Source: an optimization exercise on an open RTL-to-GDS flow (aim: small area and few clock cycles). Production flows keep margins and buffers that such runs may drop.
RTL that was checked went through simulation tests only; none was proved equivalent to the original.
For runs 1, 5 and 6, only the layout was checked, not whether the RTL still works.
Power and IR drop assume default switching activity.

File: config.mk
export PLATFORM = sky130hd
export DESIGN_NAME = F
export DESIGN_NICKNAME = F
export VERILOG_FILES = /design/flow/design.v
export SDC_FILE = /design/flow/constraint.sdc
export NUM_CORES = 4
export LEC_CHECK = 0
export CAP_MARGIN = 20
export CORE_MARGIN = 2
export CORE_UTILIZATION = 55
export CTS_BUF_LIST = sky130_fd_sc_hd__clkbuf_2
export CTS_CLUSTER_DIAMETER = 200
export CTS_CLUSTER_SIZE = 20
export SLEW_MARGIN = 20
File: constraint.sdc
create_clock -name core_clock -period 8.0 [get_ports {clk}]
set_input_delay 1.6000 -clock core_clock [delete_from_list [all_inputs] [get_ports {clk}]]
set_output_delay 1.6000 -clock core_clock [all_outputs]
set_load 0.01 [all_outputs]
File: design.v
module BUFFER(input [DATA_WIDTH-1:0] data_in,
					input clk,
					input ce,
					input rst,
					output [DATA_WIDTH-1:0] data_out
);
parameter DATA_DEPTH = 4;
parameter DATA_WIDTH = 32;
reg [DATA_DEPTH-1:0] shift_reg [DATA_WIDTH-1:0];
genvar i;
generate
	for (i=0; i < DATA_WIDTH; i=i+1) begin: buffer
		always @(posedge clk) begin
			if (rst==1'b1) begin
				shift_reg[i] <= 0;
			end else begin
				if (ce) begin
					if (DATA_DEPTH<2) begin
						shift_reg[i] <= data_in[i];
					end else begin
						shift_reg[i] <= {shift_reg[i][DATA_DEPTH-2:0], data_in[i]};
					end
				end
			end
		end
		assign data_out[i] = shift_reg[i][DATA_DEPTH-1:DATA_DEPTH-1];
	end
endgenerate
endmodule
`timescale 1ns / 1ps
module F(
    input empty,
    input [15:0] iu,
    input [15:0] iv,
    input [15:0] offset,
    input [PRECISION-1:0] indatar,
    input [PRECISION-1:0] indatai,
    output read,
    output valid,
    output [15:0] gind,
    output [15:0] cind,
    output [PRECISION-1:0] outdatar,
    output [PRECISION-1:0] outdatai,
    input clk,
    input rst
    );
	parameter PRECISION = 32;
	parameter GSIZE = 32;
	parameter SUPPORT = 7;
	parameter SSIZE = 2*SUPPORT+1;
	reg [3:0] k;	 
	wire last = (k == SSIZE - 1);
	always @(posedge clk)
		if (rst)
			k <= 0;
		else if (!empty)
			k <= last ? 4'd0 : k + 4'd1;
	function [16:0] radd(input [15:0] a, input [15:0] b, input ci);
		integer i;
		reg c;
		begin
			c = ci;
			for (i = 0; i < 16; i = i + 1) begin
				radd[i] = a[i] ^ b[i] ^ c;
				c = (a[i] & b[i]) | (c & (a[i] ^ b[i]));
			end
			radd[16] = c;
		end
	endfunction
	function [31:0] csa(input [15:0] a, input [15:0] b, input [15:0] c);
		csa = {(a & b) | (a & c) | (b & c), a ^ b ^ c};
	endfunction
	function [16:0] padd(input [15:0] a, input [15:0] b, input ci);
		reg [15:0] g, p, gg, pp;
		integer i, j, l;
		begin
			g = a & b;
			p = a ^ b;
			gg = g;
			pp = p;
			gg[0] = g[0] | (p[0] & ci);
			for (l = 0; l < 4; l = l + 1)
				for (i = 0; i < 16; i = i + 1)
					if ((i >> l) & 1) begin
						j = ((i >> (l + 1)) << (l + 1)) + (1 << l) - 1;
						gg[i] = gg[i] | (pp[i] & gg[j]);
						pp[i] = pp[i] & pp[j];
					end
			padd = {gg[15], p ^ {gg[14:0], ci}};
		end
	endfunction
	wire [3:0] n0 = offset[3:0], n1 = offset[7:4], n2 = offset[11:8], n3 = offset[15:12];
	wire [16:0] a = padd(n2, n3, 1'b0);			 
	wire [16:0] p = padd(n0, n1, 1'b0);			 
	wire [16:0] s = padd(p[4:0], a[4:0], 1'b0);		 
	reg [2:0] c;
	always @(*)
		case (s[5:0])
			0, 1, 2, 3, 4, 5, 6, 7, 8, 9, 10, 11, 12, 13, 14: c = 3'd0;
			15, 16, 17, 18, 19, 20, 21, 22, 23, 24, 25, 26, 27, 28, 29: c = 3'd1;
			30, 31, 32, 33, 34, 35, 36, 37, 38, 39, 40, 41, 42, 43, 44: c = 3'd2;
			45, 46, 47, 48, 49, 50, 51, 52, 53, 54, 55, 56, 57, 58, 59: c = 3'd3;
			default: c = 3'd4;
		endcase
	wire [31:0] dc = csa(n1, a[4:0], k);
	wire [16:0] d = padd(dc[4:0], {dc[20:16], 1'b0}, 1'b0);	 
	wire [16:0] u = radd(n3, a[4], 1'b0);			 
	wire [16:0] w = padd(d[5:0], c, 1'b0);			 
	wire [16:0] bh = padd({u[4:0], a[3:0]}, w[5:4], 1'b0);
	assign cind = {3'd0, bh[8:0], w[3:0]};
	assign valid = !empty;
	assign read = !empty && last;
	wire [16:0] gl = radd(iu[4:0], 5'd25, 1'b0);
	wire [31:0] g1 = csa(iv[10:0], iu[15:5], 11'h7ff);
	wire [31:0] g2 = csa(g1[10:0], {g1[25:16], 1'b0}, k);
	wire [16:0] gh = radd(g2[10:0], {g2[25:16], 1'b0}, gl[5]);
	assign gind = {gh[10:0], gl[4:0]};
	assign outdatar = indatar;
	assign outdatai = indatai;
endmodule
File: flow/run.sh
#!/bin/bash
# Standard layout with two changes to synthesis: adders stay plain gates
# (no full/half-adder cells) and ABC maps with flow/abc.script.
# Each tool's output goes to a log file in the work folder.
set -e
W=$(pwd)
{ head -n 1 synth_recipe.tcl; cat flow/abc_proc.tcl; tail -n +2 synth_recipe.tcl; } > own_synth.tcl
export MY_ABC_SCRIPT=$W/flow/abc.script MY_ABC_D=4500
bash standard.sh ADDER_MAP_FILE= SYNTH_SCRIPT=$W/own_synth.tcl BUFFER_PORTS_ARGS="-buffer_cell sky130_fd_sc_hd__buf_1" finish > standard.log 2>&1
File: flow/abc.script
strash; dc2; dc2; dch -f; amap; topo; stime -c
File: flow/abc_proc.tcl
# Own ABC script for technology mapping: synth.tcl calls abc with its
# -script and -D; this replaces the script with $MY_ABC_SCRIPT, in which
# {D} stands for the delay target $MY_ABC_D (ps).
proc abc {args} {
  set f [open $::env(MY_ABC_SCRIPT) r]
  set s [string map [list "{D}" $::env(MY_ABC_D)] [read $f]]
  close $f
  set script $::env(OBJECTS_DIR)/own_abc.script
  set f [open $script w]
  puts $f $s
  close $f
  set out {}
  for {set i 0} {$i < [llength $args]} {incr i} {
    set a [lindex $args $i]
    if {$a eq "-script"} { incr i; lappend out -script $script; continue }
    if {$a eq "-D"} { incr i; continue }
    lappend out $a
  }
  yosys abc {*}$out
}
File: standard.sh
#!/bin/bash
# synth_recipe.tcl (not shown) runs the flow's synth.tcl, then flattens the netlist and writes it again
# the make line also repeats each setting of config.mk as NAME=value (left out here)
make -C /OpenROAD-flow-scripts/flow DESIGN_CONFIG=/design/flow/config.mk WORK_HOME=/design/flow/orfs CLKGATE_MAP_FILE= SYNTH_SCRIPT=/design/flow/synth_recipe.tcl "${@:-finish}"
==> impl_summary.log, run 1 <==
[metrics] post-layout net count: around 540
[metrics] Yosys top cell by area: buf_4
[metrics] Die Width: 64.1 um
[metrics] Final min period: ~7.7 ns
[metrics] number of global-route vias before repair: a little under 2,000
[metrics] VDD IR max: 0.0678 mV
[metrics] setup skew after layout: approximately 0.0035 ns
[metrics] DIE AREA: slightly above 4000 um^2
[metrics] number of instances in the synthesized netlist: 374
[metrics] leakage power total: between 0.8 and 0.9 nW
[metrics] largest net degree at the start of global routing: 8
[metrics] Max Root-Sink Buffers: 2
[metrics] startpoint of the tightest hold check path: k[0]$_SDFFE_PP0N_
[metrics] timing endpoint of the critical path: cind[12]
[metrics] largest registers: k x4
[metrics] post-route standard cell area excluding fillers: 2230 um^2
[metrics] DRC violations left: 0
[metrics] part of the Yosys area used for sequential elements: roughly 4%
[metrics] Worst-path clk slew: 0.04 ns
[metrics] Yosys warning total: 1
[metrics] Crit Path Max Fanout: 5
[metrics] source-to-sink clock delay at the later pin of the worst-skew pair: 0.22 ns
[metrics] areal power density over the cells: about 160 nW/um^2
[metrics] fraction of synthesized cell area taken by the top area cell type: roughly a quarter
[metrics] Worst Setup Slack post-DPL: -0.182 ns
[metrics] Total Negative Setup Slacks: 0 ns
[metrics] total congestion overflow after global routing: 0
[metrics] most frequent cells in the layout: buf_1, nor2_1, a21oi_1
[metrics] total standard cell area after synthesis: just under 2000 um^2
[metrics] CP startpoint kind: input pin
[metrics] required time of the critical path: around 6.4 ns
[metrics] register ranked first by flip-flop count: k
[metrics] cell with the most instances on the worst path: nor2_2
[metrics] number of hold violations in the final report: 0
[metrics] final wirelength: 5.31 mm
[metrics] post-synthesis to final-layout area growth: 12.5%
[metrics] endpoint arrival time on the critical path: ~6.1 ns
[metrics] Final setup violation count: 0
[metrics] first-pass GRT wire length: 8.03 mm
[metrics] most area-consuming cells after synthesis: buf_4, a21oi_1, nor2_1, o21ai_0, nand2_1
[metrics] Avg Synthesized Cell Area: between 5 and 6 um^2
[metrics] CP max stage delay: 0.19 ns
[metrics] Slew Limit Fails: 0
[metrics] total of buffers placed on input and output ports: 76
[metrics] total number of placement rows: 21
[metrics] Worst Reg2Reg Path Length in Cells: 4
[metrics] upper clock frequency limit: around 0.13 GHz
[metrics] kind of path behind the tightest hold check: flop to flop
[metrics] ant diodes: 0
[metrics] First-pass DRT Iterations: 7
[metrics] Global Route Usage Sum: 23.9%
[metrics] status: finished clean
[metrics] WL/cell: 11.4 um
[metrics] number of standard cells in the layout, taps in and fillers out: 465
[metrics] launching instance or port of the critical path: offset[13]
[metrics] class of the most critical setup path: input pin to primary output
[metrics] Worst setup EP type: primary output
[metrics] max-cap check violation count: 0
[metrics] number of storage elements in the synthesis netlist: 4
[metrics] final worst setup slack: roughly 0.35 ns
[metrics] number of clock sinks: 4
[metrics] initial core utilization: slightly below 60%
[metrics] utilization after layout: approximately two thirds
[metrics] ratio of cells with drive above 1 in the final layout: 19.6%
[metrics] worst r2r dst: k[2]$_SDFFE_PP0N_
[metrics] Fillers: about 360
[metrics] per-cell via count in the routed design: just over 5
[metrics] via count of the routed design: 2,415
[metrics] internal reg-to-reg setup slack: 6.64 ns
[metrics] Post-DP Area: a little over 2000 um^2
[metrics] hpwl dp: roughly 4.3 mm
[metrics] clock tree root buffer cell: clkbuf_2
[metrics] number of unique standard cell types used by synthesis: 23
[metrics] number of routed nets with antenna violations: 0
[metrics] initial antenna violation count: 0
[metrics] number of top-level pins: ~210
[metrics] share of the clock period used by the worst path: a little over nine tenths
[metrics] drt first-iter violations: just under 100
[metrics] number of placed instances, taps included: 458
[metrics] H-tree level count: 1
[metrics] last weighted congestion value of the routability-driven placer: around 0.79
[metrics] startpoint of the most critical register-to-register path: k[0]$_SDFFE_PP0N_
[metrics] flip-flop count of the largest register after layout: 4
[metrics] Placeable Area: approximately 3400 um^2
[metrics] number of buffers created by CTS: 3
[metrics] clock tree from TritonCTS: yes
[metrics] most frequent standard cell in the layout excluding fill and tap cells: buf_1
[metrics] slowest cell on the critical path: a22oi_2
[metrics] vertical extent of the die: between 60 and 70 um
-- cells in the mapped netlist, drive strengths merged --
library cell	instances
a2111oi	1
a211oi	1
a21o	2
a21oi	66
a22oi	7
a31oi	2
and2	4
and3	1
buf	67
clkinv	29
conb	1
dfxtp	4
nand2	41
nand2b	1
nor2	80
nor2b	3
nor3	1
nor4	1
o21a	6
o21ai	48
o22ai	5
or2	1
xor2	2
-- worst max-delay path: cells and delay by family --
family,cells,cell delay [ns]
AND/OR/NAND/NOR,19,1.99
AO/OA/AOI/OAI,12,1.51
buffers and inverters,8,0.91
-- timing repair --
item / 4_1_cts / 5_1_grt
pin swaps: 0 / 11
setup endpoints to repair: 4 / 6
hold buffers: 0 / 0
setup buffers: 0 / 4
gates resized for setup: 3 / 67
-- metrics by stage --
step	total power [mW]	hold WS, ns
after global routing	0.394	0.614
after detailed placement	0.298	0.576
after global placement	0.295	0.569
final	0.356	0.579
after floorplan	0.221	0.514
after CTS	0.320	0.583
-- cells by family (layout without fill, tap and decap cells) --
logic type,count (synthesis),after routing,synth area share (%)
XOR/XNOR,2,2,0.883
buffers and inverters,96,139,30.8
flip-flops,4,4,4.04
AO/OA/AOI/OAI,138,138,37.5
AND/OR/NAND/NOR,133,133,26.6
other,1,3,0.189
-- per-layer routing --
layer	global-route usage, %	wire, um	vias to the layer above
met4	9.51	132	0
met2	40.8	2520	113
met1	26.4	2130	981
met3	9.51	531	18
li1	-	-	1303
met5	0	0	-
-- worst min-delay path by stage --
stage                              endpoint  slack (ns)  cells after the start
after floorplan           k[0]$_SDFFE_PP0N_        0.51                      2
after global placement    k[0]$_SDFFE_PP0N_        0.57                      2
after detailed placement  k[0]$_SDFFE_PP0N_        0.58                      2
after CTS                 k[0]$_SDFFE_PP0N_        0.58                      2
after global routing      k[0]$_SDFFE_PP0N_        0.61                      2
final                     k[0]$_SDFFE_PP0N_        0.58                      2
-- area by class of cell --
cell class,count,area [um^2],area share [%]
timing repair buffer,107,523,23.4
clock buffer,3,15.0,0.673
multi-input combinational,276,1450,64.9
sequential,4,80.1,3.59
tap,46,57.6,2.58
inverter,29,109,4.88
-- report_power, final --
| group | internal [mW] | total [mW] | switching, mW |
|---|---|---|---|
| Combinational | 0.137 | 0.315 | 0.178 |
| Clock | 0.0101 | 0.0190 | 0.00893 |
| Sequential | 0.0209 | 0.0221 | 0.00126 |
==> run 2: changes to the inputs <==
--- a/design.v
+++ b/design.v
@@ -95,11 +95,5 @@
 	wire [16:0] s = padd(p[4:0], a[4:0], 1'b0);		 
-	reg [2:0] c;
-	always @(*)
-		case (s[5:0])
-			0, 1, 2, 3, 4, 5, 6, 7, 8, 9, 10, 11, 12, 13, 14: c = 3'd0;
-			15, 16, 17, 18, 19, 20, 21, 22, 23, 24, 25, 26, 27, 28, 29: c = 3'd1;
-			30, 31, 32, 33, 34, 35, 36, 37, 38, 39, 40, 41, 42, 43, 44: c = 3'd2;
-			45, 46, 47, 48, 49, 50, 51, 52, 53, 54, 55, 56, 57, 58, 59: c = 3'd3;
-			default: c = 3'd4;
-		endcase
+	wire [1:0] sh = s[5:4];
+	wire [3:0] sl = s[3:0];
+	wire e = (sl == 15) || (sl >= 14 && sh != 0) || (sl >= 13 && sh[1]) || (sl >= 12 && sh == 3);
 	wire [31:0] dc = csa(n1, a[4:0], k);
@@ -107,5 +101,5 @@
 	wire [16:0] u = radd(n3, a[4], 1'b0);			 
-	wire [16:0] w = padd(d[5:0], c, 1'b0);			 
-	wire [16:0] bh = padd({u[4:0], a[3:0]}, w[5:4], 1'b0);
-	assign cind = {3'd0, bh[8:0], w[3:0]};
+	wire [16:0] bh = padd({u[4:0], a[3:0]}, d[5:4], 1'b0);
+	wire [16:0] q = padd({bh[8:0], d[3:0]}, sh, e);
+	assign cind = {3'd0, q[12:0]};
 	assign valid = !empty;
==> flow/abc.script (replaced) <==
strash; dch; amap; topo; stime -c
==> run 2 against run 1 <==
  * Still clean on timing, DRC and antenna
  * Setup slack improved by 0.19 ns
  * Routed wire length fell by 16%
  * Combinational power fell by 29%
  * Global-route usage fell by 3.3 points
  * Register-to-register slack improved by 0.03 ns
  * Clock skew rose by 0.00079 ns
  * Critical path type unchanged
==> impl_summary.log, run 2 <==
[metrics] largest registers: k x4
[metrics] share of the clock period used by the worst path: 93.3% (-2.4 points)
[metrics] number of unique standard cell types used by synthesis: 26 (+13%)
[metrics] source-to-sink clock delay at the later pin of the worst-skew pair: 0.20 ns (-0.02 ns)
[metrics] First-pass DRT Iterations: 4 (-3)
[metrics] register ranked first by flip-flop count: k
[metrics] number of instances in the synthesized netlist: 385 (+2.9%)
[metrics] Most used DFF post-synth: dfxtp_1
[metrics] clock tree from TritonCTS: yes
[metrics] Worst setup EP type: primary output
[metrics] kind of path behind the tightest hold check: flop to flop
[metrics] number of storage elements in the synthesis netlist: 4 (unchanged)
[metrics] number of hold violations in the final report: 0 (unchanged)
[metrics] Global Route Usage Sum: 20.6% (-3.3 points)
[metrics] number of standard cells in the layout, taps in and fillers out: 452 (-2.8%)
[metrics] fraction of synthesized cell area taken by the top area cell type: 24.6% (-0.74 points)
[metrics] CP max stage delay: 0.31 ns (+0.12 ns)
[metrics] post-layout net count: 521 (-2.8%)
[metrics] Crit Path Max Fanout: 4 (-1)
[metrics] total of buffers placed on input and output ports: 76 (unchanged)
[metrics] Die Width: 65.0 um (+1.4%)
[metrics] upper clock frequency limit: 0.134 GHz (+2.6%)
[metrics] most frequent standard cell in the layout excluding fill and tap cells: buf_1
[metrics] per-cell via count in the routed design: 5.10 (-1.8%)
[metrics] Yosys top cell by area: buf_4
[metrics] WL/cell: 9.86 um (-14%)
[metrics] largest net degree at the start of global routing: 10 (+2)
[metrics] fraction of registers with async set/reset: 0% (unchanged)
[metrics] slowest cell on the critical path: a311oi_2
[metrics] clock tree root buffer cell: clkbuf_2
[metrics] number of top-level pins: 213 (unchanged)
[metrics] utilization after layout: 55.1% (-11 points)
[metrics] Worst-path clk slew: 0.04 ns (about the same)
[metrics] Yosys warning total: 1 (unchanged)
[metrics] number of placed instances, taps included: 449 (-2.0%)
[metrics] drt first-iter violations: 52 (-47%)
[metrics] vertical extent of the die: 65.0 um (+1.4%)
[metrics] number of buffers created by CTS: 3 (unchanged)
[metrics] max-cap check violation count: 0 (unchanged)
[metrics] endpoint arrival time on the critical path: 5.86 ns (-0.19 ns)
[metrics] most frequent cells in the layout: buf_1, nor2_1, a21oi_1
[metrics] startpoint of the most critical register-to-register path: k[1]$_SDFFE_PP0N_
[metrics] Placeable Area: 3610 um^2 (+6.4%)
[metrics] DIE AREA: 4220 um^2 (+2.8%)
[metrics] Avg Synthesized Cell Area: 5.31 um^2 (about the same)
[metrics] via count of the routed design: 2,305 (-4.6%)
[metrics] CP startpoint kind: input pin
[metrics] required time of the critical path: 6.40 ns (about the same)
[metrics] Max Root-Sink Buffers: 2 (unchanged)
[metrics] startpoint of the tightest hold check path: k[0]$_SDFFE_PP0N_
[metrics] total power: 0.264 mW (-26%)
[metrics] H-tree level count: 1 (unchanged)
[metrics] DRC violations left: 0 (unchanged)
[metrics] number of routed nets with antenna violations: 0 (unchanged)
[metrics] Fillers: 431 (+19%)
[metrics] leakage power total: 0.747 nW (-14%)
[metrics] launching instance or port of the critical path: offset[5]
[metrics] setup skew after layout: 0.00432 ns (+0.000791 ns)
[metrics] VDD IR max: 0.0605 mV (-11%)
[metrics] final wirelength: 4.46 mm (-16%)
[metrics] ratio of cells with drive above 1 in the final layout: 4.70% (-15 points)
[metrics] number of enable flip-flop cells after synthesis: 0 (unchanged)
[metrics] Slew Limit Fails: 0 (unchanged)
[metrics] Final setup violation count: 0 (unchanged)
[metrics] part of the Yosys area used for sequential elements: 3.92% (-0.12 points)
[metrics] worst hold slack after final layout: 0.582 ns (+0.00271 ns)
[metrics] number of clock sinks: 4 (unchanged)
[metrics] areal power density over the cells: 133 nW/um^2 (-17%)
[metrics] last weighted congestion value of the routability-driven placer: 0.782 (-0.45%)
[metrics] total congestion overflow after global routing: 0 (unchanged)
[metrics] initial core utilization: 56.7% (-1.8 points)
[metrics] total number of placement rows: 22 (+4.8%)
[metrics] Total Negative Setup Slacks: 0 ns (unchanged)
[metrics] most area-consuming cells after synthesis: buf_4, a21oi_1, nor2_1, nand2_1, o21ai_0
[metrics] first-pass GRT wire length: 7.21 mm (-10%)
[metrics] library cell with the highest instance count after synthesis: nor2_1
[metrics] hpwl dp: 3.87 mm (-10%)
[metrics] initial antenna violation count: 0 (unchanged)
[metrics] cell with the most instances on the worst path: nand2_1
[metrics] class of the most critical setup path: input pin to primary output
[metrics] number of global-route vias before repair: 1,812 (-7.9%)
[metrics] flip-flop count of the largest register after layout: 4 (unchanged)
[metrics] total standard cell area after synthesis: 2040 um^2 (+3.0%)
[metrics] status: finished clean
[metrics] top cells by count, synth: nor2_1, buf_4, a21oi_1
[metrics] ant diodes: 0 (unchanged)
[metrics] Final min period: 7.46 ns (-0.191 ns)
[metrics] post-synthesis to final-layout area growth: -2.75%
[run 2: per-layer routing]
layer,track usage [%],routed length [um],vias up
met5,0,0,-
met4,6.65,63,0
li1,-,-,1277
met1,26.4,2010,930
met3,6.08,405,16
met2,33.0,1970,82
[run 2: timing repair]
action / in CTS / in global routing
endpoints found under the setup margin: 0 / 4
setup buffers: 0 / 0
resized for setup: 0 / 20
hold buffers: 0 / 0
[run 2: path summary, 6_finish.rpt]
path              slack, ns  depth (start not counted)                 to
setup / recovery       0.54                         32           cind[12]
hold / removal         0.58                          2  k[0]$_SDFFE_PP0N_
setup reg to reg       6.67                          3  k[0]$_SDFFE_PP0N_
hold reg to reg        0.58                          2  k[0]$_SDFFE_PP0N_
[run 2: critical path, delay by kind of cell]
family	cells	cell delay, ns
AOI/OAI and AO/OA	8	1.20
buffers and inverters	4	0.59
and+or+nand+nor	20	2.47
[run 2: metrics by stage]
step	instance area (um^2)	setup WS (ns)
2_1_floorplan	2050	0.924
3_3_place_gp	1930	0.324
3_5_place_dp	1930	0.221
4_1_cts	1950	0.187
5_1_grt	1990	-0.0579
6_report	1990	0.538
[run 2: report_power, final]
group	switching [mW]	internal, mW	total (mW)	leakage, nW
Combinational	0.141	0.0832	0.224	0.702
Clock	0.00762	0.0101	0.0177	0.0125
Sequential	0.00113	0.0209	0.0220	0.0327
Total	0.150	0.114	0.264	0.747
[run 2: area by class of cell]
cell class              count  area (um^2)  share of cell area, %
repair buffers             81          323                   16.2
multi-input cells         282         1380                   69.5
clock buffers               3         15.0                  0.755
inverters                  34          128                   6.42
flip-flops and latches      4         80.1                   4.03
well taps                  48         60.1                   3.02
[run 2: logic make-up after synthesis]
logic type / synth area share (%)
other cells: 0.183
flops: 3.92
buf+inv: 30.8
simple gates: 28.2
compound gates: 36.8
Testbench counts of run 2, summed over its fixed seeds: cycles 21,630.
==> run 3: changes to the inputs <==
==> flow/abc.script (replaced) <==
strash; dc2; dc2; dch -f; amap; topo; stime -c
==> run 3 against run 2 <==
  * Sequential power about the same
  * Combinational power down 2%
  * Clock skew about the same
  * Cell area down 2.7%
  * Sequential share of layout area up 0.11 points
  * Flip-flop and latch count unchanged
  * Setup slack better by 0.15 ns
  * Via count down 0.17%
  * Critical path depth down 2
  * Synthesized cell count down 2.6%
  * Die area down 1.4%
  * Utilization up 1.5 points
  * Largest cell class unchanged
==> impl_summary.log, run 3 <==
[metrics] WL/cell: 11.6 um (+18%)
[metrics] DRC violations left: 0 (unchanged)
[metrics] max-cap check violation count: 0 (unchanged)
[metrics] Worst-path clk slew: 0.04 ns (about the same)
[metrics] fraction of registers with async set/reset: 0% (unchanged)
[metrics] number of instances in the synthesized netlist: 375 (-2.6%)
[metrics] Worst slew margin: between 60% and 70%
[metrics] number of global-route vias before repair: 1,926 (+6.3%)
[metrics] launching instance or port of the critical path: offset[9]
[metrics] VDD IR max: 0.0611 mV (+1.1%)
[metrics] final worst setup slack: 0.689 ns (+0.151 ns)
[metrics] post-synthesis compound-gate area fraction: 37.8% (+0.95 points)
[metrics] ant diodes: 0 (unchanged)
[metrics] total number of placement rows: 21 (-4.5%)
[metrics] unrepaired setup endpoints after global routing: false
[metrics] Final setup violation count: 0 (unchanged)
[metrics] timing endpoint of the critical path: cind[12]
[metrics] Yosys top cell by area: buf_4
[metrics] number of enable flip-flop cells after synthesis: 0 (unchanged)
[metrics] total of buffers placed on input and output ports: 76 (unchanged)
[metrics] number of top-level pins: 213 (unchanged)
[metrics] Die Width: 64.5 um (-0.72%)
[metrics] Fillers: 400 (-7.2%)
[metrics] status: finished clean
[metrics] most frequent standard cell in the layout excluding fill and tap cells: buf_1
[metrics] final wirelength: 5.08 mm (+14%)
[metrics] Worst Reg2Reg Path Length in Cells: 4 (+1)
[metrics] most frequent cells in the layout: buf_1, nor2_1, a21oi_1
[metrics] number of storage elements in the synthesis netlist: 4 (unchanged)
[metrics] Worst Setup Slack post-DPL: 0.359 ns (+0.137 ns)
[metrics] Final min period: 7.31 ns (-0.151 ns)
[metrics] number of unique standard cell types used by synthesis: 26 (unchanged)
[metrics] met3 WL post-DR: 720 um (+78%)
[metrics] via count of the routed design: 2,301 (-0.17%)
[metrics] hold_buf cts: 0 (unchanged)
[metrics] ratio of cells with drive above 1 in the final layout: 4.34% (-0.37 points)
[metrics] register ranked first by flip-flop count: k
[metrics] number of hold violations in the final report: 0 (unchanged)
[metrics] post-synthesis mux area share: 0% (unchanged)
[metrics] first-pass GRT wire length: 8.25 mm (+14%)
[metrics] Synth Area in Adders: 0% (unchanged)
[metrics] Placeable Area: 3420 um^2 (-5.3%)
[metrics] per-cell via count in the routed design: 5.25 (+3.0%)
[metrics] routed length on met2: 2.31 mm (+17%)
[metrics] drt first-iter violations: 73 (+40%)
[metrics] last weighted congestion value of the routability-driven placer: 0.818 (+4.5%)
[metrics] Global Route Usage Sum: 24.3% (+3.7 points)
[metrics] class of the most critical setup path: input pin to primary output
[metrics] flip-flop count of the largest register after layout: 4 (unchanged)
[metrics] DIE AREA: 4160 um^2 (-1.4%)
[metrics] required time of the critical path: 6.40 ns (about the same)
[metrics] total power: 0.260 mW (-1.5%)
[metrics] Avg Synthesized Cell Area: 5.37 um^2 (+1.1%)
[metrics] clock tree from TritonCTS: yes
[metrics] total standard cell area after synthesis: 2010 um^2 (-1.5%)
[metrics] hpwl dp: 4.53 mm (+17%)
[metrics] total congestion overflow after global routing: 0 (unchanged)
[metrics] Worst setup EP type: primary output
[metrics] main combinational cell family by area after synthesis: compound AO/OA/AOI/OAI gates
[metrics] footprint of the multi-input gates: 1360 um^2 (-1.5%)
[metrics] most area-consuming cells after synthesis: buf_4, a21oi_1, nor2_1, o21ai_0, nand2_1
[metrics] Total Negative Setup Slacks: 0 ns (unchanged)
[metrics] Most used DFF post-synth: dfxtp_1
[metrics] wire length on met1: 1.97 mm (-2.2%)
[metrics] internal reg-to-reg setup slack: 6.62 ns (-0.05 ns)
[metrics] number of buffers created by CTS: 3 (unchanged)
[metrics] H-tree level count: 1 (unchanged)
[metrics] WHS Path Cells: 2 (unchanged)
[metrics] largest registers: k x4
[metrics] leakage power total: 0.705 nW (-5.6%)
[metrics] CP max stage delay: 0.24 ns (-0.07 ns)
[metrics] Highest Signal Layer: met4
[metrics] share of the clock period used by the worst path: 91.4% (-1.9 points)
[metrics] vertical extent of the die: 64.5 um (-0.72%)
[metrics] Slew Limit Fails: 0 (unchanged)
[metrics] kind of path behind the tightest hold check: flop to flop
[metrics] part of the Yosys area used for sequential elements: 3.98% (+0.061 points)
[metrics] number of standard cells in the layout, taps in and fillers out: 438 (-3.1%)
[metrics] post-layout net count: 509 (-2.3%)
[metrics] Reg area: 80.1 um^2 (unchanged)
[metrics] worst hold slack after final layout: 0.561 ns (-0.0209 ns)
[metrics] CP startpoint kind: input pin
[metrics] initial core utilization: 58.9% (+2.2 points)
[metrics] startpoint of the tightest hold check path: k[0]$_SDFFE_PP0N_
[metrics] cell with the most instances on the worst path: nand2_1
[metrics] Max Root-Sink Buffers: 2 (unchanged)
[metrics] endpoint arrival time on the critical path: 5.71 ns (-0.15 ns)
[metrics] areal power density over the cells: 134 nW/um^2 (+1.2%)
[metrics] startpoint of the most critical register-to-register path: k[0]$_SDFFE_PP0N_
[metrics] worst r2r dst: k[2]$_SDFFE_PP0N_
[metrics] clock tree root buffer cell: clkbuf_2
[metrics] library cell with the highest instance count after synthesis: nor2_1
[metrics] Crit Path Max Fanout: 5 (+1)
[metrics] simple-gate portion of the synthesized area: 26.6% (-1.6 points)
[metrics] largest net degree at the start of global routing: 8 (-2)
[metrics] initial antenna violation count: 0 (unchanged)
[metrics] slowest cell on the critical path: o21ai_0
[metrics] number of clock sinks: 4 (unchanged)
[metrics] XOR/XNOR Fraction of Synth Area: 0.870% (+0.87 points)
[metrics] setup skew after layout: 0.00434 ns (+0.0000184 ns)
[metrics] source-to-sink clock delay at the later pin of the worst-skew pair: 0.20 ns (about the same)
[metrics] number of routed nets with antenna violations: 0 (unchanged)
[metrics] Yosys warning total: 1 (unchanged)
[metrics] post-synthesis to final-layout area growth: -3.92%
[metrics] fraction of synthesized cell area taken by the top area cell type: 25.0% (+0.38 points)
[metrics] First-pass DRT Iterations: 5 (+1)
[metrics] actual slew at the worst max-slew pin: ~0.55 ns
[metrics] number of placed instances, taps included: 434 (-3.3%)
[metrics] top cells by count, synth: nor2_1, buf_4, a21oi_1
[metrics] upper clock frequency limit: 0.137 GHz (+2.1%)
run 3: area by class of cell:
| type | instances | area share [%] |
|---|---|---|
| sequential | 4 | 4.14 |
| inverter | 30 | 5.82 |
| multi-input combinational | 276 | 70.4 |
| clock buffer | 3 | 0.776 |
| timing repair buffer | 79 | 15.9 |
| tap | 46 | 2.98 |
run 3: worst min path at each step:
stage / end / slack [ns]
finish: k[0]$_SDFFE_PP0N_ / 0.56
global placement: k[0]$_SDFFE_PP0N_ / 0.54
floorplan: k[0]$_SDFFE_PP0N_ / 0.51
CTS: k[0]$_SDFFE_PP0N_ / 0.56
global route: k[3]$_SDFFE_PP0N_ / 0.60
detailed placement: k[0]$_SDFFE_PP0N_ / 0.56
run 3: kinds of logic (layout without fill, tap and decap cells):
group           count (synthesis)  after routing
compound gates                136            136
buf+inv                        97            112
xor+xnor                        2              2
flops                           4              4
simple gates                  135            135
other cells                     1              3
run 3: per-stage QoR:
| step | utilization (%) | instance area (um^2) |
|---|---|---|
| global route | 56.6 | 1930 |
| floorplan | - | 2020 |
| detailed placement | 54.9 | 1880 |
| CTS | 55.3 | 1890 |
| finish | 56.6 | 1930 |
| global placement | 54.9 | 1880 |
run 3: per-layer routing:
layer,global-route usage [%],vias to the layer above
met2,41.9,112
met3,11.8,8
li1,-,1251
met5,0,-
met4,7.71,0
met1,26.0,930
run 3: repair_timing:
action                     4_1_cts  5_1_grt
setup endpoints to repair        0        5
setup buffers                    0        1
resized for setup                0       18
run 3: worst max-delay path, delay by kind of cell:
family	cells	cell delay, ns
buffers and inverters	3	0.38
AND/OR/NAND/NOR	16	2.07
AO/OA/AOI/OAI	11	1.65
run 3: power by group:
group	internal, mW	switching, mW
sequential	0.0209	0.00110
combinational	0.0795	0.140
clock	0.0101	0.00766
==> run 4: changes to the inputs <==
==> flow/abc.script (replaced) <==
strash; dc2; resub -K 8; dc2; dch -f; amap; topo; stime -c
==> run 4 against run 3 <==
  * Routed wire length is 3.3% lower
  * Clock power hardly changed
  * Clock skew is 0.0030 ns lower
  * Synthesized area is 0.68% lower
  * Cell area is 0.97% lower
  * Flip-flop and latch count stayed put
  * Global-route usage is 2.3 points lower
  * Utilization is 0.55 points lower
  * Worst hold slack better by 0.0061 ns
  * Critical path depth is 2 higher
  * Setup slack better by 0.017 ns
  * Synthesized cell count stayed put
==> impl_summary.log, run 4 <==
[metrics] most frequent cells in the layout: nor2_1, buf_1, a21oi_1
[metrics] per-cell via count in the routed design: 5.16 (-1.7%)
[metrics] power share of the clock group: 6.9% (about the same)
[metrics] most frequent standard cell in the layout excluding fill and tap cells: nor2_1
[metrics] number of routed nets with antenna violations: 0 (unchanged)
[metrics] CP startpoint kind: input pin
[metrics] fraction of synthesized cell area taken by the top area cell type: 25.2% (+0.17 points)
[metrics] Final setup violation count: 0 (unchanged)
[metrics] Global Route Usage Sum: 22.0% (-2.3 points)
[metrics] register ranked first by flip-flop count: k
[metrics] initial core utilization: 58.5% (-0.40 points)
[metrics] Final min period: 7.29 ns (-0.0168 ns)
[metrics] via count of the routed design: 2,257 (-1.9%)
[metrics] DIE AREA: 4130 um^2 (-0.63%)
[metrics] Yosys top cell by area: buf_4
[metrics] number of clock sinks: 4 (unchanged)
[metrics] ant diodes: 0 (unchanged)
[metrics] most area-consuming cells after synthesis: buf_4, a21oi_1, nor2_1, o21ai_0, nand2_1
[metrics] sequential share of power: 8.4% (about the same)
[metrics] internal reg-to-reg setup slack: 6.63 ns (about the same)
[metrics] Worst Setup Slack post-DPL: 0.404 ns (+0.0457 ns)
[metrics] Worst setup EP type: primary output
[metrics] Int Pwr: 0.109 mW (-1.0%)
[metrics] clock tree from TritonCTS: yes
[metrics] initial antenna violation count: 0 (unchanged)
[metrics] post-CTS setup buffer count: 0 (unchanged)
[metrics] top cells by count, synth: nor2_1, buf_4, a21oi_1
[metrics] final worst setup slack: 0.706 ns (+0.0168 ns)
[metrics] met2 global-route usage: 38.0% (-3.9 points)
[metrics] startpoint of the most critical register-to-register path: k[0]$_SDFFE_PP0N_
[metrics] Crit Path Max Fanout: 5 (unchanged)
[metrics] worst r2r dst: k[2]$_SDFFE_PP0N_
[metrics] vertical extent of the die: 64.3 um (-0.32%)
[metrics] actual slew at the worst max-slew pin: 0.529 ns (-0.0247 ns)
[metrics] cell with the most instances on the worst path: nand2_1
[metrics] number of standard cells in the layout, taps in and fillers out: 437 (-0.23%)
[metrics] Total Negative Setup Slacks: 0 ns (unchanged)
[metrics] hpwl dp: 4.26 mm (-6.0%)
[metrics] H-tree level count: 1 (unchanged)
[metrics] total of buffers placed on input and output ports: 76 (unchanged)
[metrics] source-to-sink clock delay at the later pin of the worst-skew pair: 0.20 ns (about the same)
[metrics] upper clock frequency limit: 0.137 GHz (+0.23%)
[metrics] Most used DFF post-synth: dfxtp_1
[metrics] number of enable flip-flop cells after synthesis: 0 (unchanged)
[metrics] largest net degree at the start of global routing: 8 (unchanged)
[metrics] most utilized layer in the global route result: met2
[metrics] number of unique standard cell types used by synthesis: 25 (-3.8%)
[metrics] Avg Synthesized Cell Area: 5.33 um^2 (-0.68%)
[metrics] first-pass GRT wire length: 7.44 mm (-9.9%)
[metrics] status: finished clean
[metrics] drt first-iter violations: 50 (-32%)
[metrics] total standard cell area after synthesis: 2000 um^2 (-0.68%)
[metrics] required time of the critical path: 6.40 ns (about the same)
[metrics] clock tree root buffer cell: clkbuf_2
[metrics] met1 capacity usage during global routing: 24.4% (-1.6 points)
[metrics] kind of path behind the tightest hold check: flop to flop
[metrics] First-pass DRT Iterations: 4 (-1)
[metrics] number of storage elements in the synthesis netlist: 4 (unchanged)
[metrics] max-cap check violation count: 0 (unchanged)
[metrics] leakage power total: 0.696 nW (-1.4%)
[metrics] launching instance or port of the critical path: offset[13]
[metrics] Die Width: 64.3 um (-0.32%)
[metrics] total power: 0.260 mW (about the same)
[metrics] post-layout net count: 508 (-0.20%)
[metrics] Worst Reg2Reg Path Length in Cells: 4 (unchanged)
[metrics] last weighted congestion value of the routability-driven placer: 0.822 (+0.57%)
[metrics] ratio of cells with drive above 1 in the final layout: 4.35% (+0.011 points)
[metrics] endpoint arrival time on the critical path: 5.69 ns (-0.02 ns)
[metrics] share of total power in combinational logic: 84.7% (about the same)
[metrics] Yosys warning total: 1 (unchanged)
[metrics] worst hold slack after final layout: 0.567 ns (+0.00606 ns)
[metrics] Post-DP Area: 1860 um^2 (-0.73%)
[metrics] class of the most critical setup path: input pin to primary output
[metrics] library cell with the highest instance count after synthesis: nor2_1
[metrics] Worst-path clk slew: 0.04 ns (about the same)
[metrics] Worst slew margin: 64.3% (+1.7 points)
[metrics] fraction of registers with async set/reset: 0% (unchanged)
[metrics] setup skew after layout: 0.00129 ns (-0.00304 ns)
[metrics] met3 GRT Util: 8.27% (-3.5 points)
[metrics] part of the Yosys area used for sequential elements: 4.01% (+0.027 points)
[metrics] Slew Limit Fails: 0 (unchanged)
[metrics] share of the clock period used by the worst path: 91.2% (-0.21 points)
[metrics] Placeable Area: 3420 um^2 (unchanged)
[metrics] largest registers: k x4
[metrics] Sw Share: 57.9% (+0.42 points)
[metrics] VDD IR max: 0.0580 mV (-5.0%)
[metrics] number of hold violations in the final report: 0 (unchanged)
[metrics] net load switching power: 0.150 mW (+0.71%)
[metrics] number of buffers created by CTS: 3 (unchanged)
[metrics] flip-flop count of the largest register after layout: 4 (unchanged)
[metrics] number of top-level pins: 213 (unchanged)
[metrics] areal power density over the cells: 136 nW/um^2 (+0.95%)
[metrics] DRC violations left: 0 (unchanged)
[metrics] post-route standard cell area excluding fillers: 1920 um^2 (-0.97%)
[metrics] timing endpoint of the critical path: cind[12]
[metrics] total number of placement rows: 21 (unchanged)
[metrics] post-synthesis to final-layout area growth: -4.19%
[metrics] utilization after layout: 56.1% (-0.55 points)
[metrics] CP max stage delay: 0.21 ns (-0.03 ns)
[metrics] number of global-route vias before repair: 1,752 (-9.0%)
[metrics] total congestion overflow after global routing: 0 (unchanged)
[metrics] final wirelength: 4.91 mm (-3.3%)
[metrics] WL/cell: 11.2 um (-3.1%)
[metrics] slowest cell on the critical path: a22oi_1
[metrics] Max Root-Sink Buffers: 2 (unchanged)
[metrics] Fillers: 411 (+2.8%)
[metrics] number of placed instances, taps included: 434 (unchanged)
[metrics] number of instances in the synthesized netlist: 375 (unchanged)
[metrics] startpoint of the tightest hold check path: k[3]$_SDFFE_PP0N_
## run 4: cell count changes after synthesis, sizes merged, moves of 2 or more
cell,before,now
clkinv,30,27
o21ai,43,46
o21a,11,9
nor2,76,81
## run 4: worst min path at each step
stage	to	slack [ns]	cells past startpoint
2_1_floorplan	k[0]$_SDFFE_PP0N_	0.52	2
3_3_place_gp	k[3]$_SDFFE_PP0N_	0.55	2
3_5_place_dp	k[3]$_SDFFE_PP0N_	0.56	2
4_1_cts	k[3]$_SDFFE_PP0N_	0.57	2
5_1_grt	k[3]$_SDFFE_PP0N_	0.58	2
6_report	k[3]$_SDFFE_PP0N_	0.57	2
## run 4: layout make-up
| class | count | area [um^2] | share of cell area [%] |
|---|---|---|---|
| clock buffer | 3 | 15.0 | 0.784 |
| inverter | 27 | 101 | 5.29 |
| multi-input combinational | 279 | 1360 | 71.1 |
| sequential | 4 | 80.1 | 4.18 |
| tap | 46 | 57.6 | 3.00 |
| timing repair buffer | 78 | 300 | 15.7 |
## run 4: per-layer routing
metal	part of all wire, %	vias to the layer above
met2	47	112
met5	0	-
met1	40	881
met3	11	14
li1	-	1250
met4	2.5	0
## run 4: worst max-delay path: cells and delay by family
kind | cells | cell delay [ns]
simple gates | 17 | 2.10
compound gates | 12 | 1.57
buf+inv | 3 | 0.40
## run 4: repair_timing
| item | in CTS | in global routing |
|---|---|---|
| gates resized for setup | 0 | 19 |
| hold buffers | 0 | 0 |
| endpoints found under the setup margin | 0 | 5 |
## run 4: logic make-up after synthesis
logic type,synth area share [%]
other,0.188
xor gates and xnor gates,0.876
DFF,4.01
buffers and inverters,30.2
and+or+nand+nor,27.3
AOI/OAI and AO/OA,37.4
## run 4: power by group through the flow
stage          Clock (mW)  Combinational [mW]  Sequential, mW
2_1_floorplan           0               0.186          0.0218
3_3_place_gp            0               0.211          0.0221
3_5_place_dp            0               0.213          0.0221
4_1_cts            0.0188               0.214          0.0218
5_1_grt            0.0196               0.253          0.0219
6_report           0.0179               0.220          0.0218
==> run 5: changes to the inputs <==
--- a/design.v
+++ b/design.v
@@ -101,5 +101,5 @@
 	wire [16:0] u = radd(n3, a[4], 1'b0);			 
-	wire [16:0] bh = padd({u[4:0], a[3:0]}, d[5:4], 1'b0);
-	wire [16:0] q = padd({bh[8:0], d[3:0]}, sh, e);
-	assign cind = {3'd0, q[12:0]};
+	wire [16:0] lo = padd(d[3:0], sh, e);
+	wire [16:0] hi = padd({u[4:0], a[3:0]}, d[5:4], lo[4]);
+	assign cind = {3'd0, hi[8:0], lo[3:0]};
 	assign valid = !empty;
==> run 5 against run 4 <==
  * Cell count is 4.6% lower
  * Fmax down 1.5%
  * Combinational power about the same
  * Largest cell class unchanged
==> impl_summary.log, run 5 <==
[metrics] post-synthesis to final-layout area growth: -1.81%
[metrics] main combinational cell family by area after synthesis: compound AO/OA/AOI/OAI gates
[metrics] post-synthesis mux area share: 0% (unchanged)
[metrics] Die Width: 63.4 um (-1.5%)
[metrics] setup skew after layout: 0.0000273 ns (-0.00127 ns)
[metrics] Slew Limit Fails: 0 (unchanged)
[metrics] Crit Path Max Fanout: 5 (unchanged)
[metrics] source-to-sink clock delay at the later pin of the worst-skew pair: 0.20 ns (about the same)
[metrics] buffer and inverter count on the worst path: 4 (+1)
[metrics] largest net degree at the start of global routing: 9 (+1)
[metrics] first-pass GRT wire length: 8.45 mm (+14%)
[metrics] number of clock sinks: 4 (unchanged)
[metrics] flip-flop count of the largest register after layout: 4 (unchanged)
[metrics] via count of the routed design: 2,201 (-2.5%)
[metrics] Synth Area in Adders: 0% (unchanged)
[metrics] CP startpoint kind: input pin
[metrics] most area-consuming cells after synthesis: buf_4, a21oi_1, nor2_1, o21ai_0, nand2_1
[metrics] initial antenna violation count: 0 (unchanged)
[metrics] Avg Synthesized Cell Area: 5.46 um^2 (+2.4%)
[metrics] number of unique standard cell types used by synthesis: 24 (-4.0%)
[metrics] total of buffers placed on input and output ports: 76 (unchanged)
[metrics] simple-gate portion of the synthesized area: 24.3% (-2.9 points)
[metrics] power share of the clock group: 6.9% (about the same)
[metrics] hpwl dp: 5.06 mm (+19%)
[metrics] H-tree level count: 1 (unchanged)
[metrics] vertical extent of the die: 63.4 um (-1.5%)
[metrics] sequential share of power: 8.3% (about the same)
[metrics] largest registers: k x4
[metrics] VDD IR max: 0.0734 mV (+26%)
[metrics] share of total power in combinational logic: 84.8% (about the same)
[metrics] internal reg-to-reg setup slack: 6.64 ns (about the same)
[metrics] post-CTS setup buffer count: 0 (unchanged)
[metrics] total number of placement rows: 21 (unchanged)
[metrics] number of placed instances, taps included: 414 (-4.6%)
[metrics] post-synthesis compound-gate area fraction: 38.3% (+0.86 points)
[metrics] total standard cell area after synthesis: 1940 um^2 (-3.1%)
[metrics] kind of path behind the tightest hold check: flop to flop
[metrics] number of routed nets with antenna violations: 0 (unchanged)
[metrics] number of enable flip-flop cells after synthesis: 0 (unchanged)
[metrics] cell with the most instances on the worst path: nand2_1
[metrics] worst hold slack after final layout: 0.519 ns (-0.0482 ns)
[metrics] Fillers: 379 (-7.8%)
[metrics] leakage power total: 0.682 nW (-2.0%)
[metrics] number of standard cells in the layout, taps in and fillers out: 417 (-4.6%)
[metrics] number of buffers created by CTS: 3 (unchanged)
[metrics] utilization after layout: 56.6% (+0.50 points)
[metrics] share of the clock period used by the worst path: 92.6% (+1.4 points)
[metrics] number of instances in the synthesized netlist: 355 (-5.3%)
[metrics] number of hold violations in the final report: 0 (unchanged)
[metrics] startpoint of the tightest hold check path: k[3]$_SDFFE_PP0N_
[metrics] Sw Share: 56.8% (-1.1 points)
[metrics] Final min period: 7.41 ns (+0.111 ns)
[metrics] number of top-level pins: 213 (unchanged)
[metrics] XOR/XNOR Fraction of Synth Area: 0.904% (+0.028 points)
[metrics] Int Pwr: 0.111 mW (+1.9%)
[metrics] last weighted congestion value of the routability-driven placer: 0.876 (+6.5%)
[metrics] post-layout net count: 488 (-3.9%)
[metrics] initial core utilization: 57.6% (-0.91 points)
[metrics] clock tree root buffer cell: clkbuf_2
[metrics] Reg area: 80.1 um^2 (unchanged)
[metrics] total congestion overflow after global routing: 0 (unchanged)
[metrics] CP max stage delay: 0.27 ns (+0.06 ns)
[metrics] final wirelength: 5.56 mm (+13%)
[metrics] number of storage elements in the synthesis netlist: 4 (unchanged)
[metrics] Yosys top cell by area: buf_4
[metrics] max-cap check violation count: 0 (unchanged)
[metrics] Yosys warning total: 1 (unchanged)
[metrics] Max Root-Sink Buffers: 2 (unchanged)
[metrics] critical path's top delay family: simple AND/OR/NAND/NOR gates
[metrics] footprint of the multi-input gates: 1330 um^2 (-2.4%)
[metrics] ratio of cells with drive above 1 in the final layout: 7.01% (+2.7 points)
[metrics] Worst slew margin: 65.8% (+1.5 points)
[metrics] status: finished clean
[metrics] number of global-route vias before repair: 1,808 (+3.2%)
[metrics] Most used DFF post-synth: dfxtp_1
[metrics] fraction of synthesized cell area taken by the top area cell type: 26.0% (+0.80 points)
[metrics] areal power density over the cells: 135 nW/um^2 (about the same)
[metrics] most frequent standard cell in the layout excluding fill and tap cells: buf_1
[metrics] slowest cell on the critical path: o31ai_1
[metrics] library cell with the highest instance count after synthesis: buf_4
[metrics] DIE AREA: 4010 um^2 (-2.9%)
[metrics] top cells by count, synth: buf_4, nor2_1, a21oi_1
[metrics] hold_buf cts: 0 (unchanged)
[metrics] register ranked first by flip-flop count: k
[metrics] Worst-path clk slew: 0.04 ns (about the same)
[metrics] required time of the critical path: 6.40 ns (about the same)
[metrics] drt first-iter violations: 77 (+54%)
[metrics] per-cell via count in the routed design: 5.28 (+2.2%)
[metrics] Global Route Usage Sum: 26.7% (+4.7 points)
[metrics] WL/cell: 13.3 um (+19%)
[metrics] DRC violations left: 0 (unchanged)
[metrics] most frequent cells in the layout: buf_1, nor2_1, nand2_1, a21oi_1, o21ai_0
[metrics] upper clock frequency limit: 0.135 GHz (-1.5%)
[metrics] Final setup violation count: 0 (unchanged)
[metrics] net load switching power: 0.146 mW (-2.6%)
[metrics] ant diodes: 0 (unchanged)
[metrics] total power: 0.258 mW (-0.71%)
[metrics] actual slew at the worst max-slew pin: 0.507 ns (-0.0220 ns)
[metrics] launching instance or port of the critical path: offset[9]
[metrics] class of the most critical setup path: input pin to primary output
[metrics] startpoint of the most critical register-to-register path: k[0]$_SDFFE_PP0N_
[metrics] First-pass DRT Iterations: 4 (unchanged)
[metrics] clock tree from TritonCTS: yes
[metrics] Placeable Area: 3360 um^2 (-1.5%)
[metrics] fraction of registers with async set/reset: 0% (unchanged)
[metrics] part of the Yosys area used for sequential elements: 4.13% (+0.13 points)
[metrics] Worst setup EP type: primary output
[metrics] endpoint arrival time on the critical path: 5.81 ns (+0.12 ns)
run 5: cell types whose count changed after synthesis, moves of 4 or more:
cell and change:
nor2_1 -21, a21oi_1 -13, a31oi_1 +6, o21a_1 +6, clkinv_1 +5, o21ai_0 -4
run 5: power by group through the flow:
| stage | registers, mW | logic (mW) | clock network, mW |
|---|---|---|---|
| 6_report | 0.0215 | 0.219 | 0.0177 |
| 5_1_grt | 0.0216 | 0.249 | 0.0205 |
| 4_1_cts | 0.0215 | 0.207 | 0.0187 |
| 3_5_place_dp | 0.0218 | 0.206 | 0 |
| 3_3_place_gp | 0.0218 | 0.204 | 0 |
| 2_1_floorplan | 0.0217 | 0.181 | 0 |
run 5: cell families (layout without fill, tap and decap cells):
logic type,count (synthesis),count (layout)
AO/OA/AOI/OAI,131,131
flip-flops,4,4
other,1,3
XOR/XNOR,2,2
buffers and inverters,99,113
AND/OR/NAND/NOR,118,118
run 5: worst reg2reg max path, delay by kind of cell, from the launching register on:
kind                   cells  cell delay (ns)
buffers and inverters      1             0.19
and+or+nand+nor            2             0.34
DFF                        1             0.33
AOI/OAI and AO/OA          1             0.39
run 5: area by class of cell:
cell class,instances,share of cell area [%]
Multi-Input combinational cell,254,69.8
Timing Repair Buffer,78,15.8
Inverter,32,6.31
Sequential cell,4,4.21
Tap cell,46,3.02
Clock buffer,3,0.789
run 5: per-layer routing:
layer	wire [um]	up-vias	global-route usage, %
li1	-	1191	-
met5	40	-	8.33
met2	2490	130	43.2
met4	152	2	5.43
met3	889	12	17.0
met1	1980	866	29.0
run 5: metrics by stage:
| step | worst slack [ns] | TNS (ns) | area [um^2] |
|---|---|---|---|
| after floorplan | 0.940 | 0 | 1950 |
| after global placement | 0.358 | 0 | 1800 |
| after detailed placement | 0.302 | 0 | 1800 |
| after CTS | 0.241 | 0 | 1820 |
| after global routing | -0.0581 | -0.0970 | 1900 |
| final | 0.595 | 0 | 1900 |
run 5: timing repair:
item / in CTS / in global routing
gates resized for setup: 0 / 31
hold endpoints to repair: 0 / 0
setup endpoints to repair: 0 / 5
run 5: worst paths after layout:
path	depth (start not counted)	end
max	33	cind[11]
min reg2reg	2	k[3]$_SDFFE_PP0N_
max reg2reg	4	k[2]$_SDFFE_PP0N_
min	2	k[3]$_SDFFE_PP0N_
==> run 6: changes to the inputs <==
--- a/config.mk
+++ b/config.mk
@@ -13,2 +13,3 @@
 export CTS_CLUSTER_SIZE = 20
+export MIN_ROUTING_LAYER = met2
 export SLEW_MARGIN = 20
==> run 6 against run 5 <==
  * Clock power increased by 8%
  * Worst hold slack improved by 0.0054 ns
  * Cell count increased by 0.48%
  * Critical path depth increased by 2
  * Still clean on timing, DRC and antenna
  * Setup slack got worse by 0.030 ns
  * Utilization increased by 0.71 points
  * Sequential power about the same
  * Critical endpoint unchanged
==> impl_summary.log, run 6 <==
[metrics] number of global-route vias before repair: 2,764 (+53%)
[metrics] CP startpoint kind: input pin
[metrics] internal reg-to-reg setup slack: 6.66 ns (+0.02 ns)
[metrics] total power: 0.273 mW (+5.9%)
[metrics] largest net degree at the start of global routing: 9 (unchanged)
[metrics] first-pass GRT wire length: 8.60 mm (+1.9%)
[metrics] share of the clock period used by the worst path: 92.9% (+0.37 points)
[metrics] H-tree level count: 1 (unchanged)
[metrics] endpoint arrival time on the critical path: 5.83 ns (+0.02 ns)
[metrics] Worst slew margin: 55.0% (-11 points)
[metrics] initial core utilization: 57.6% (unchanged)
[metrics] hpwl dp: 5.04 mm (-0.29%)
[metrics] post-layout net count: 490 (+0.41%)
[metrics] post-synthesis to final-layout area growth: -0.581%
[metrics] total standard cell area after synthesis: 1940 um^2 (unchanged)
[metrics] leakage power total: 0.689 nW (+1.1%)
[metrics] areal power density over the cells: 142 nW/um^2 (+4.6%)
[metrics] timing endpoint of the critical path: cind[11]
[metrics] Global Route Usage Sum: 41.4% (+15 points)
[metrics] largest registers: k x4
[metrics] upper clock frequency limit: 0.135 GHz (-0.40%)
[metrics] number of enable flip-flop cells after synthesis: 0 (unchanged)
[metrics] clock tree from TritonCTS: yes
[metrics] Int Pwr: 0.116 mW (+3.7%)
[metrics] last weighted congestion value of the routability-driven placer: 1.04 (+19%)
[metrics] Most used DFF post-synth: dfxtp_1
[metrics] Total Negative Setup Slacks: 0 ns (unchanged)
[metrics] top cells by count, synth: buf_4, nor2_1, a21oi_1
[metrics] ant diodes: 0 (unchanged)
[metrics] number of storage elements in the synthesis netlist: 4 (unchanged)
[metrics] Worst setup EP type: primary output
[metrics] Worst-path clk slew: 0.05 ns (about the same)
[metrics] worst hold slack after final layout: 0.524 ns (+0.00541 ns)
[metrics] number of hold violations in the final report: 0 (unchanged)
[metrics] most area-consuming cells after synthesis: buf_4, a21oi_1, nor2_1, o21ai_0, nand2_1
[metrics] Post-DP Area: 1810 um^2 (+0.42%)
[metrics] power share of the clock group: 7.0% (about the same)
[metrics] number of placed instances, taps included: 415 (+0.24%)
[metrics] Yosys warning total: 1 (unchanged)
[metrics] register ranked first by flip-flop count: k
[metrics] Final setup violation count: 0 (unchanged)
[metrics] DRC violations left: 0 (unchanged)
[metrics] cell with the most instances on the worst path: nand2_1
[metrics] Crit Path Max Fanout: 5 (unchanged)
[metrics] Avg Synthesized Cell Area: 5.46 um^2 (unchanged)
[metrics] number of top-level pins: 213 (unchanged)
[metrics] hold_buf cts: 0 (unchanged)
[metrics] total congestion overflow after global routing: 0 (unchanged)
[metrics] sequential share of power: 7.9% (-0.4 points)
[metrics] slowest cell on the critical path: o21a_1
[metrics] library cell with the highest instance count after synthesis: buf_4
[metrics] ratio of cells with drive above 1 in the final layout: 8.04% (+1.0 points)
[metrics] max-cap check violation count: 0 (unchanged)
[metrics] Die Width: 63.4 um (unchanged)
[metrics] post-route standard cell area excluding fillers: 1930 um^2 (+1.2%)
[metrics] actual slew at the worst max-slew pin: 0.668 ns (+0.161 ns)
[metrics] most frequent cells in the layout: buf_1, nor2_1, nand2_1
[metrics] per-cell via count in the routed design: 7.51 (+42%)
[metrics] WL/cell: 14.1 um (+5.6%)
[metrics] net load switching power: 0.157 mW (+7.6%)
[metrics] Sw Share: 57.7% (+0.89 points)
[metrics] DIE AREA: 4010 um^2 (unchanged)
[metrics] initial antenna violation count: 0 (unchanged)
[metrics] number of buffers created by CTS: 3 (unchanged)
[metrics] First-pass DRT Iterations: 7 (+3)
[metrics] class of the most critical setup path: input pin to primary output
[metrics] utilization after layout: 57.3% (+0.71 points)
[metrics] number of clock sinks: 4 (unchanged)
[metrics] number of instances in the synthesized netlist: 355 (unchanged)
[metrics] setup skew after layout: 0.00713 ns (+0.00710 ns)
[metrics] kind of path behind the tightest hold check: flop to flop
[metrics] source-to-sink clock delay at the later pin of the worst-skew pair: 0.22 ns (+0.02 ns)
[metrics] final wirelength: 5.90 mm (+6.1%)
[metrics] fraction of registers with async set/reset: 0% (unchanged)
[metrics] via count of the routed design: 3,147 (+43%)
[metrics] Worst Setup Slack post-DPL: 0.300 ns (-0.00161 ns)
[metrics] Final min period: 7.43 ns (+0.0295 ns)
[metrics] number of standard cells in the layout, taps in and fillers out: 419 (+0.48%)
[metrics] number of unique standard cell types used by synthesis: 24 (unchanged)
[metrics] part of the Yosys area used for sequential elements: 4.13% (unchanged)
[metrics] vertical extent of the die: 63.4 um (unchanged)
[metrics] fraction of synthesized cell area taken by the top area cell type: 26.0% (unchanged)
[metrics] drt first-iter violations: 444 (+480%)
[metrics] Yosys top cell by area: buf_4
[metrics] final worst setup slack: 0.565 ns (-0.0295 ns)
[metrics] number of routed nets with antenna violations: 0 (unchanged)
[metrics] Placeable Area: 3360 um^2 (unchanged)
[metrics] Max Root-Sink Buffers: 2 (unchanged)
[metrics] startpoint of the most critical register-to-register path: k[0]$_SDFFE_PP0N_
[metrics] VDD IR max: 0.0886 mV (+21%)
[metrics] most frequent standard cell in the layout excluding fill and tap cells: buf_1
[metrics] CP max stage delay: 0.18 ns (-0.09 ns)
[metrics] status: finished clean
[metrics] launching instance or port of the critical path: offset[9]
[metrics] Slew Limit Fails: 0 (unchanged)
[metrics] worst r2r dst: k[2]$_SDFFE_PP0N_
[metrics] clock tree root buffer cell: clkbuf_2
[metrics] required time of the critical path: 6.40 ns (about the same)
[metrics] share of total power in combinational logic: 85.1% (+0.3 points)
[metrics] total of buffers placed on input and output ports: 76 (unchanged)
[metrics] Worst Reg2Reg Path Length in Cells: 4 (unchanged)
[metrics] total number of placement rows: 21 (unchanged)
[metrics] flip-flop count of the largest register after layout: 4 (unchanged)
[run 6: what timing repair did]
action | 4_1_cts | 5_1_grt
setup buffers | 0 | 1
gates resized for setup | 0 | 33
setup endpoints to repair | 0 | 6
[run 6: cell families after synthesis]
| family | share of synthesized area [%] |
|---|---|
| XOR/XNOR | 0.904 |
| flip-flops | 4.13 |
| other | 0.193 |
| AND/OR/NAND/NOR | 24.3 |
| AO/OA/AOI/OAI | 38.3 |
| buffers and inverters | 32.1 |
[run 6: how the worst min path moves through the flow]
stage	from	end	slack (ns)	cells after the start
2_1_floorplan	k[3]$_SDFFE_PP0N_	k[3]$_SDFFE_PP0N_	0.49	2
3_3_place_gp	k[3]$_SDFFE_PP0N_	k[3]$_SDFFE_PP0N_	0.51	2
3_5_place_dp	k[3]$_SDFFE_PP0N_	k[3]$_SDFFE_PP0N_	0.51	2
4_1_cts	k[3]$_SDFFE_PP0N_	k[3]$_SDFFE_PP0N_	0.52	2
5_1_grt	k[3]$_SDFFE_PP0N_	k[3]$_SDFFE_PP0N_	0.56	2
6_report	k[3]$_SDFFE_PP0N_	k[3]$_SDFFE_PP0N_	0.52	2
[run 6: worst max-delay path, delay by kind of cell]
kind	cells	cell delay [ns]
compound gates	13	1.71
buf+inv	4	0.44
simple gates	18	2.07
[run 6: power by group through the flow]
stage	Clock (mW)	Combinational [mW]	Sequential (mW)
after CTS	0.0192	0.208	0.0215
after global routing	0.0224	0.261	0.0216
final	0.0192	0.232	0.0215
after floorplan	0	0.181	0.0217
after detailed placement	0	0.207	0.0218
after global placement	0	0.205	0.0218
[run 6: metal layers]
layer	track usage, %	share of wire (%)	up-vias
met5	20.8	1.3	-
met3	61.4	39	65
met4	4.35	8.8	4
met2	46.6	51	738
met1	-	0	1170
li1	-	-	1170
[run 6: area by class of cell]
class | count | area (um^2)
flip-flops and latches | 4 | 80.1
inverters | 32 | 120
well taps | 46 | 57.6
multi-input cells | 254 | 1340
fillers | 381 | 1440
repair buffers | 80 | 317
clock buffers | 3 | 15.0
==> run 7: changes to the inputs <==
--- a/design.v
+++ b/design.v
@@ -100,5 +100,4 @@
 	wire [16:0] d = padd(dc[4:0], {dc[20:16], 1'b0}, 1'b0);	 
-	wire [16:0] u = radd(n3, a[4], 1'b0);			 
 	wire [16:0] lo = padd(d[3:0], sh, e);
-	wire [16:0] hi = padd({u[4:0], a[3:0]}, d[5:4], lo[4]);
+	wire [16:0] hi = padd({n3, a[3:0]}, {a[4], 2'b00, d[5:4]}, lo[4]);
 	assign cind = {3'd0, hi[8:0], lo[3:0]};
--- a/config.mk
+++ b/config.mk
@@ -13,3 +13,3 @@
 export CTS_CLUSTER_SIZE = 20
-export MIN_ROUTING_LAYER = met2
+export GPL_ROUTABILITY_DRIVEN = 0
 export SLEW_MARGIN = 20
==> run 7 against run 6 <==
  * Utilization decreased by 1.6 points
  * Routed wire length decreased by 4.2%
  * Clock-buffer cell count stayed put
  * Largest cell class unchanged
==> impl_summary.log, run 7 <==
[metrics] status: finished clean
[metrics] actual slew at the worst max-slew pin: 0.640 ns (-0.0289 ns)
[metrics] Placeable Area: 3360 um^2 (unchanged)
[metrics] most utilized layer in the global route result: met2
[metrics] met1 capacity usage during global routing: 27.2% (+27 points)
[metrics] initial antenna violation count: 0 (unchanged)
[metrics] WL/cell: 13.5 um (-4.2%)
[metrics] critical path's top delay family: compound AO/OA/AOI/OAI gates
[metrics] first-pass GRT wire length: 8.75 mm (+1.7%)
[metrics] Max Root-Sink Buffers: 2 (unchanged)
[metrics] register ranked first by flip-flop count: k
[metrics] vertical extent of the die: 63.3 um (-0.15%)
[metrics] fraction of synthesized cell area taken by the top area cell type: 26.0% (+0.084 points)
[metrics] setup skew after layout: 0.0109 ns (+0.00378 ns)
[metrics] simple-gate portion of the synthesized area: 24.0% (-0.37 points)
[metrics] final worst setup slack: 0.673 ns (+0.108 ns)
[metrics] per-cell via count in the routed design: 5.15 (-31%)
[metrics] leakage power total: 0.696 nW (+0.98%)
[metrics] DIE AREA: 4000 um^2 (-0.30%)
[metrics] largest registers: k x4
[metrics] fraction of registers with async set/reset: 0% (unchanged)
[metrics] number of hold violations in the final report: 0 (unchanged)
[metrics] top cells by count, synth: buf_4, nor2_1, nand2_1
[metrics] CP startpoint kind: input pin
[metrics] H-tree level count: 1 (unchanged)
[metrics] source-to-sink clock delay at the later pin of the worst-skew pair: 0.22 ns (about the same)
[metrics] ratio of cells with drive above 1 in the final layout: 5.63% (-2.4 points)
[metrics] Final min period: 7.33 ns (-0.108 ns)
[metrics] Worst-path clk slew: 0.04 ns (about the same)
[metrics] cell with the most instances on the worst path: nand2_1
[metrics] most frequent standard cell in the layout excluding fill and tap cells: buf_1
[metrics] upper clock frequency limit: 0.136 GHz (+1.5%)
[metrics] Worst setup EP type: primary output
[metrics] Final setup violation count: 0 (unchanged)
[metrics] number of storage elements in the synthesis netlist: 4 (unchanged)
[metrics] most frequent cells in the layout: buf_1, nor2_1, nand2_1
[metrics] Most used DFF post-synth: dfxtp_1
[metrics] final wirelength: 5.65 mm (-4.2%)
[metrics] Avg Synthesized Cell Area: 5.46 um^2 (about the same)
[metrics] Die Width: 63.3 um (-0.15%)
[metrics] met2 global-route usage: 47.2% (+0.63 points)
[metrics] kind of path behind the tightest hold check: flop to flop
[metrics] total number of placement rows: 21 (unchanged)
[metrics] flip-flop count of the largest register after layout: 4 (unchanged)
[metrics] number of enable flip-flop cells after synthesis: 0 (unchanged)
[metrics] most area-consuming cells after synthesis: buf_4, a21oi_1, o21ai_0, nor2_1, nand2_1
[metrics] Yosys warning total: 1 (unchanged)
[metrics] Global Route Usage Sum: 28.1% (-13 points)
[metrics] number of instances in the synthesized netlist: 354 (-0.28%)
[metrics] clock tree root buffer cell: clkbuf_2
[metrics] number of top-level pins: 213 (unchanged)
[metrics] met3 GRT Util: 16.6% (-45 points)
[metrics] drt first-iter violations: 61 (-86%)
[metrics] DRC violations left: 0 (unchanged)
[metrics] post-layout net count: 490 (unchanged)
[metrics] library cell with the highest instance count after synthesis: buf_4
[metrics] endpoint arrival time on the critical path: 5.73 ns (-0.10 ns)
[metrics] Synth Area in Adders: 0% (unchanged)
[metrics] VDD IR max: 0.0632 mV (-29%)
[metrics] Worst Setup Slack post-DPL: 0.329 ns (+0.0290 ns)
[metrics] part of the Yosys area used for sequential elements: 4.15% (+0.013 points)
[metrics] share of the clock period used by the worst path: 91.6% (-1.4 points)
[metrics] number of buffers created by CTS: 3 (unchanged)
[metrics] First-pass DRT Iterations: 4 (-3)
[metrics] total standard cell area after synthesis: 1930 um^2 (-0.32%)
[metrics] ant diodes: 0 (unchanged)
[metrics] Yosys top cell by area: buf_4
[metrics] post-synthesis mux area share: 0% (unchanged)
[metrics] hpwl dp: 5.06 mm (+0.26%)
[metrics] initial core utilization: 57.4% (-0.19 points)
[metrics] buffer and inverter count on the worst path: 5 (+1)
[run 7: cell types whose count changed after synthesis, sizes merged, moves of 2 or more]
cell / before / now
nor2: 60 / 58
a21oi: 48 / 44
o31ai: 2 / 0
o21ai: 42 / 44
clkinv: 32 / 35
[run 7: cell type report]
cell class,instances,area (um^2)
well taps,46,57.6
repair buffers,81,324
inverters,35,131
fillers,386,1490
flip-flops and latches,4,80.1
clock buffers,3,15.0
multi-input cells,250,1260
[run 7: what timing repair did]
| item | in CTS | in global routing |
|---|---|---|
| gates resized for setup | 0 | 19 |
| hold buffers | 0 | 0 |
| setup endpoints to repair | 0 | 4 |
| setup buffers | 0 | 0 |
[run 7: worst paths after layout]
check | from | to | slack, ns | cells past startpoint
worst max-delay path | offset[9] | cind[11] | 0.67 | 35
worst min-delay path | k[3]$_SDFFE_PP0N_ | k[3]$_SDFFE_PP0N_ | 0.53 | 2
worst max register to register | k[2]$_SDFFE_PP0N_ | k[2]$_SDFFE_PP0N_ | 6.62 | 4
worst min register to register | k[3]$_SDFFE_PP0N_ | k[3]$_SDFFE_PP0N_ | 0.53 | 2
[run 7: cell families after synthesis]
logic type             count (synthesis)
AO/OA/AOI/OAI                        129
AND/OR/NAND/NOR                      116
buffers and inverters                102
flip-flops                             4
XOR/XNOR                               2
other                                  1
[run 7: stage by stage]
stage	power [mW]	util, %	hold slack (ns)	instances	area [um^2]
2_1_floorplan	0.203	-	0.487	356	1940
3_3_place_gp	0.231	54.0	0.520	416	1820
3_5_place_dp	0.233	54.0	0.520	416	1820
4_1_cts	0.254	54.5	0.530	419	1830
5_1_grt	0.292	55.7	0.577	419	1870
6_report	0.259	55.7	0.534	419	1870
[run 7: metal layers]
metal / share of wire (%) / vias to the layer above
li1: - / 1189
met1: 35 / 836
met2: 46 / 109
met4: 4.7 / 0
met5: 0 / -
met3: 14 / 23
[run 7: report_power, final]
group	total, mW	switching (mW)	internal [mW]
Sequential	0.0218	0.000976	0.0208
Combinational	0.218	0.137	0.0811
Clock	0.0196	0.00952	0.0101
Total	0.259	0.147	0.112
[run 7: tightest hold or removal path, cell delays in order, from the launching register on]
cell,delay [ns]
dfxtp_1,0.34
nor2_1,0.11
nor2_1,0.04
Testbench counts of run 7, summed over its fixed seeds: cycles 21,630.

Check on run 7: ideal ports give 0.673 ns setup slack; a clkbuf_16 on the clock port and buf_2 on the inputs give 0.651 ns; moving port delays by the midpoint clock arrival (0.237 ns) as well gives 0.651 ns.
